This design comes from an exercise in tuning for a short achievable clock period and few clock cycles on the open sky130 flow, not from production work. Only simulation tests tie the RTL to the original design; equivalence was not proved. No activity file was given, so power comes from the tool's default toggle rates.

==> 07-14: inputs <==
// pipelined_cpu
module pipelined_cpu (
    input wire clk,
    input wire rst_n,
    output wire [31:0] instr_addr,
    input  wire [31:0] instr_data,
    output wire [31:0] data_addr,
    output wire [31:0] data_wdata,
    output wire [ 3:0] data_wenable,
    input  wire [31:0] data_rdata
);
clock: 11.0 ns
lec_check: 0
abc_clock_period_in_ps: 3500
cap_margin: 20
core_margin: 2
core_utilization: 40
place_density: 0.6
slew_margin: 20
standard.sh (not shown) runs the stock make flow with config.mk's settings and CLKGATE_MAP_FILE= SYNTH_SCRIPT=/design/flow/synth_recipe.tcl, a recipe that flattens the netlist after the stock synthesis.
==> flow/flow/run.sh <==
#!/bin/bash
# Standard layout, with repair_timing aiming for more setup slack than the
# flow settings allow (same clock, same constraints).
set -euo pipefail
bash standard.sh SETUP_SLACK_MARGIN=7 finish > standard_flow.log 2>&1
==> 05-07 (differences from 07-14) <==
--- a/flow/design.v
+++ b/flow/design.v
@@ -133,18 +133,16 @@
   localparam BTB_IW = 4;
   localparam BTB_TW = 8;
   reg  [29:0] pc_f;
   reg         v_d;
   reg  [31:0] instr_d;
-  reg  [31:1] rs1oh_d, rs2oh_d;
   reg  [29:0] pc_d;
   reg         pt_d;
   reg  [29:0] ptgt_d;
   reg         v_e;
   reg  [31:0] a_e, b_e, sd_e;
-  reg  [31:0] sha_e;
-  reg  [ 4:0] shb_e;
+  reg         fa_m_e, fa_w_e, fb_m_e, fb_w_e, fs_m_e, fs_w_e;
   reg         sub_e;
   reg         sel_add_e, sel_sll_e, sel_sr_e, sel_slt_e, sel_sltu_e;
   reg         sel_xor_e, sel_or_e, sel_and_e, sel_link_e;
   reg         sra_e;
   reg         br_e, jal_e, jalr_e;
@@ -171,12 +169,10 @@
   reg  [29:0] jt_m;
   reg  [29:0] tgt_m;
   reg  [29:0] link_m;
   reg         ctl_m;
   reg  [29:0] pc_m;
-  wire [31:0] res_e;
-  wire [31:0] wnext_m;
   reg  [31:0] res_w;
   reg  [ 4:0] rd_w;
   reg         wr_w;
   reg  [BTB_N-1:0] btb_v;
   reg  [BTB_TW-1:0] btb_tag[0:BTB_N-1];
@@ -221,30 +217,22 @@
     if (!rst_n) pc_f <= 30'b0;
     else if (redir_m) pc_f <= redir_pc;
     else if (!stall_d) pc_f <= pred_f;
   end
   assign instr_addr = {pc_f, 2'b00};
-  wire [31:0] rs1oh_full = 32'b1 << instr_data[19:15];
-  wire [31:0] rs2oh_full = 32'b1 << instr_data[24:20];
-  wire [31:1] rs1oh_f = rs1oh_full[31:1];
-  wire [31:1] rs2oh_f = rs2oh_full[31:1];
   always @(posedge clk or negedge rst_n) begin
     if (!rst_n) begin
       v_d <= 1'b0;
       instr_d <= 32'b0;
-      rs1oh_d <= 31'b0;
-      rs2oh_d <= 31'b0;
       pc_d <= 30'b0;
       pt_d <= 1'b0;
       ptgt_d <= 30'b0;
     end else if (redir_m) begin
       v_d <= 1'b0;
     end else if (!stall_d) begin
       v_d <= 1'b1;
       instr_d <= instr_data;
-      rs1oh_d <= rs1oh_f;
-      rs2oh_d <= rs2oh_f;
       pc_d <= pc_f;
       pt_d <= bhit_f;
       ptgt_d <= btgt_f;
     end
   end
@@ -270,32 +258,23 @@
   wire [31:0] imm_s = {{20{instr_d[31]}}, instr_d[31:25], instr_d[11:7]};
   wire [31:0] imm_b = {{19{instr_d[31]}}, instr_d[31], instr_d[7], instr_d[30:25], instr_d[11:8], 1'b0};
   wire [31:0] imm_u = {instr_d[31:12], 12'b0};
   wire [31:0] imm_j = {{11{instr_d[31]}}, instr_d[31], instr_d[19:12], instr_d[20], instr_d[30:21], 1'b0};
   wire [31:0] imm_d = is_store ? imm_s : (is_lui | is_auipc) ? imm_u : imm_i;
-  wire [31:0] tgtb_d = {pc_d, 2'b00} + imm_b;
-  wire [31:0] tgtj_d = {pc_d, 2'b00} + imm_j;
-  wire [31:0] tgt_d = is_jal ? tgtj_d : tgtb_d;
+  wire [31:0] boff_d = is_jal ? imm_j : imm_b;
+  wire [31:0] tgt_d = {pc_d, 2'b00} + boff_d;
   reg [31:0] rf[1:31];
   generate
     for (gi = 1; gi < 32; gi = gi + 1) begin : g_rf
       always @(posedge clk or negedge rst_n) begin
         if (!rst_n) rf[gi] <= 32'b0;
         else if (wr_w && rd_w == gi) rf[gi] <= res_w;
       end
     end
   endgenerate
-  reg [31:0] rf1, rf2;
-  integer ri;
-  always @(*) begin
-    rf1 = 32'b0;
-    rf2 = 32'b0;
-    for (ri = 1; ri < 32; ri = ri + 1) begin
-      rf1 = rf1 | ({32{rs1oh_d[ri]}} & rf[ri]);
-      rf2 = rf2 | ({32{rs2oh_d[ri]}} & rf[ri]);
-    end
-  end
+  wire [31:0] rf1 = (rs1_d == 5'd0) ? 32'b0 : rf[rs1_d];
+  wire [31:0] rf2 = (rs2_d == 5'd0) ? 32'b0 : rf[rs2_d];
   wire [31:0] rv1_d = (wr_w && rd_w == rs1_d) ? res_w : rf1;
   wire [31:0] rv2_d = (wr_w && rd_w == rs2_d) ? res_w : rf2;
   wire m1_e = wr_e && rd_e == rs1_d;
   wire m2_e = wr_e && rd_e == rs2_d;
   wire m1_m = wr_m && rd_m == rs1_d;
@@ -303,19 +282,22 @@
   assign stall_d = v_d && ld_e && ((use1_d && m1_e) || (use2_d && m2_e));
   wire a_rs1 = !(is_lui | is_auipc | is_jal);
   wire b_rs2 = is_op | is_br;
   wire alu_sub = is_br | (is_op & f7b_d & f3_d == 3'b000) | ((is_op | is_opimm) & (f3_d == 3'b010 || f3_d == 3'b011));
   wire alu_class = is_op | is_opimm;
-  wire is_shift = alu_class & (f3_d == 3'b001 || f3_d == 3'b101);
   always @(posedge clk or negedge rst_n) begin
     if (!rst_n) begin
       v_e <= 1'b0;
       a_e <= 32'b0;
       b_e <= 32'b0;
       sd_e <= 32'b0;
-      sha_e <= 32'b0;
-      shb_e <= 5'b0;
+      fa_m_e <= 1'b0;
+      fa_w_e <= 1'b0;
+      fb_m_e <= 1'b0;
+      fb_w_e <= 1'b0;
+      fs_m_e <= 1'b0;
+      fs_w_e <= 1'b0;
       sub_e <= 1'b0;
       sel_add_e <= 1'b0;
       sel_sll_e <= 1'b0;
       sel_sr_e <= 1'b0;
       sel_slt_e <= 1'b0;
@@ -337,15 +319,19 @@
       link_e <= 30'b0;
       tgt_e <= 30'b0;
       pt_e <= 1'b0;
       ptgt_e <= 30'b0;
     end else begin
-      a_e <= (a_rs1 & m1_e) ? res_e : is_lui ? 32'b0 : (is_auipc | is_jal) ? {pc_d, 2'b00} : m1_m ? wnext_m : rv1_d;
-      b_e <= (b_rs2 & m2_e) ? res_e : !b_rs2 ? imm_d : m2_m ? wnext_m : rv2_d;
-      sd_e <= m2_e ? res_e : m2_m ? wnext_m : rv2_d;
-      sha_e <= !is_shift ? 32'b0 : m1_e ? res_e : m1_m ? wnext_m : rv1_d;
-      shb_e <= !is_shift ? 5'b0 : !b_rs2 ? imm_d[4:0] : m2_e ? res_e[4:0] : m2_m ? wnext_m[4:0] : rv2_d[4:0];
+      a_e <= is_lui ? 32'b0 : (is_auipc | is_jal) ? {pc_d, 2'b00} : rv1_d;
+      b_e <= b_rs2 ? rv2_d : imm_d;
+      sd_e <= rv2_d;
+      fa_m_e <= a_rs1 & m1_e;
+      fa_w_e <= a_rs1 & !m1_e & m1_m;
+      fb_m_e <= b_rs2 & m2_e;
+      fb_w_e <= b_rs2 & !m2_e & m2_m;
+      fs_m_e <= m2_e;
+      fs_w_e <= !m2_e & m2_m;
       sub_e <= alu_sub;
       sel_add_e <= (!alu_class & !is_jal & !is_jalr) | (alu_class & f3_d == 3'b000);
       sel_sll_e <= alu_class & f3_d == 3'b001;
       sel_sr_e <= alu_class & f3_d == 3'b101;
       sel_slt_e <= alu_class & f3_d == 3'b010;
@@ -380,24 +366,24 @@
         jalr_e <= is_jalr;
         pt_e <= pt_d;
       end
     end
   end
-  wire [31:0] opa = a_e;
-  wire [31:0] opb = b_e;
-  wire [31:0] opsd = sd_e;
+  wire [31:0] opa = fa_m_e ? res_m : fa_w_e ? res_w : a_e;
+  wire [31:0] opb = fb_m_e ? res_m : fb_w_e ? res_w : b_e;
+  wire [31:0] opsd = fs_m_e ? res_m : fs_w_e ? res_w : sd_e;
   wire [31:0] opbx = opb ^ {32{sub_e}};
   wire [32:0] sum = {1'b0, opa} + {1'b0, opbx} + {32'b0, sub_e};
   wire ltu = !sum[32];
   wire lt = (opa[31] ^ opb[31]) ? opa[31] : ltu;
   wire eq = opa == opb;
-  wire [4:0] shamt = shb_e;
-  wire [31:0] sll = sha_e << shamt;
-  wire signed [32:0] sr_in = {sra_e & sha_e[31], sha_e};
+  wire [4:0] shamt = opb[4:0];
+  wire [31:0] sll = opa << shamt;
+  wire signed [32:0] sr_in = {sra_e & opa[31], opa};
   wire [32:0] sr_out = sr_in >>> shamt;
   wire [31:0] sr = sr_out[31:0];
-  assign res_e =
+  wire [31:0] res_e =
       ({32{sel_add_e}} & sum[31:0]) |
       ({32{sel_sll_e}} & sll) |
       ({32{sel_sr_e}} & sr) |
       ({32{sel_slt_e}} & {31'b0, lt}) |
       ({32{sel_sltu_e}} & {31'b0, ltu}) |
@@ -473,18 +459,17 @@
       3'b100:  ldv_m = {24'b0, data_rdata[7:0]};
       3'b101:  ldv_m = {16'b0, data_rdata[15:0]};
       default: ldv_m = data_rdata;
     endcase
   end
-  assign wnext_m = ld_m ? ldv_m : res_m;
   always @(posedge clk or negedge rst_n) begin
     if (!rst_n) begin
       res_w <= 32'b0;
       rd_w <= 5'b0;
       wr_w <= 1'b0;
     end else begin
-      res_w <= wnext_m;
+      res_w <= ld_m ? ldv_m : res_m;
       rd_w <= rd_m;
       wr_w <= wr_m;
     end
   end
 endmodule
==> flow/run.sh (new file) <==
#!/bin/bash
# synth_recipe.tcl (not shown) runs the flow's synth.tcl, then flattens the netlist and writes it again
# the make line also repeats each setting of config.mk as NAME=value (left out here)
make -C /OpenROAD-flow-scripts/flow DESIGN_CONFIG=/design/flow/config.mk WORK_HOME=/design/flow/orfs CLKGATE_MAP_FILE= SYNTH_SCRIPT=/design/flow/synth_recipe.tcl finish
Settings changed: SETUP_SLACK_MARGIN from default to 5.
removed: flow/flow/run.sh
removed: flow/standard.sh
==> summary of the runs <==
- 05-07 completed without violations. 07-14 passed the timing, DRC and antenna checks.
- Against 07-14, the clock power of 05-07 is lower by about 2%.
- Against 07-14, the area after synthesis of 05-07 is lower by 1.8%.
- Between 07-14 and 05-07, the lower first-iteration DRC count is in 07-14 (gap 3.8%, measured against 05-07).
- Via count: 07-14 is larger than 05-07 (about 0.7%).
- In 05-07 the register-to-register slack is worse than in 07-14, by 0.85 ns.
Testbench counts of 07-14, summed over its fixed seeds: cycles 492,762.
Testbench counts of 05-07, summed over its fixed seeds: cycles 492,762.

[port drivers added, routing unchanged]
In the flow no input, the clock included, has a driving cell. The finished layouts below were timed again as built, in two steps. Step 1, drivers: a clkbuf_16 drives clk and a buf_2 each remaining input, both assumed. Step 2 times the ports against the registers' clock, not the clock port: input delays grow and output delays shrink by t, the midpoint of the rising clock arrivals with the driver on. Three values: ideal ports, drivers, drivers and shift; two values: the first two.
run | shift t [ns] | slack for setup (ns) | worst setup path after step 2 | clock arrival spread, ns | cell pins on the clock port's net
07-14 | 1.040 | 6.764 / 6.764 / 5.817 | input to register | 0.107 / 0.107 | 1
05-07 | 1.016 | 5.918 / 5.918 / 5.918 | register to register | 0.126 / 0.127 | 1
After both steps setup and hold are still met in every run listed. For 07-14, which loses most, drivers alone change the setup slack by 0.000 ns; drivers and shift together by -0.947 ns.
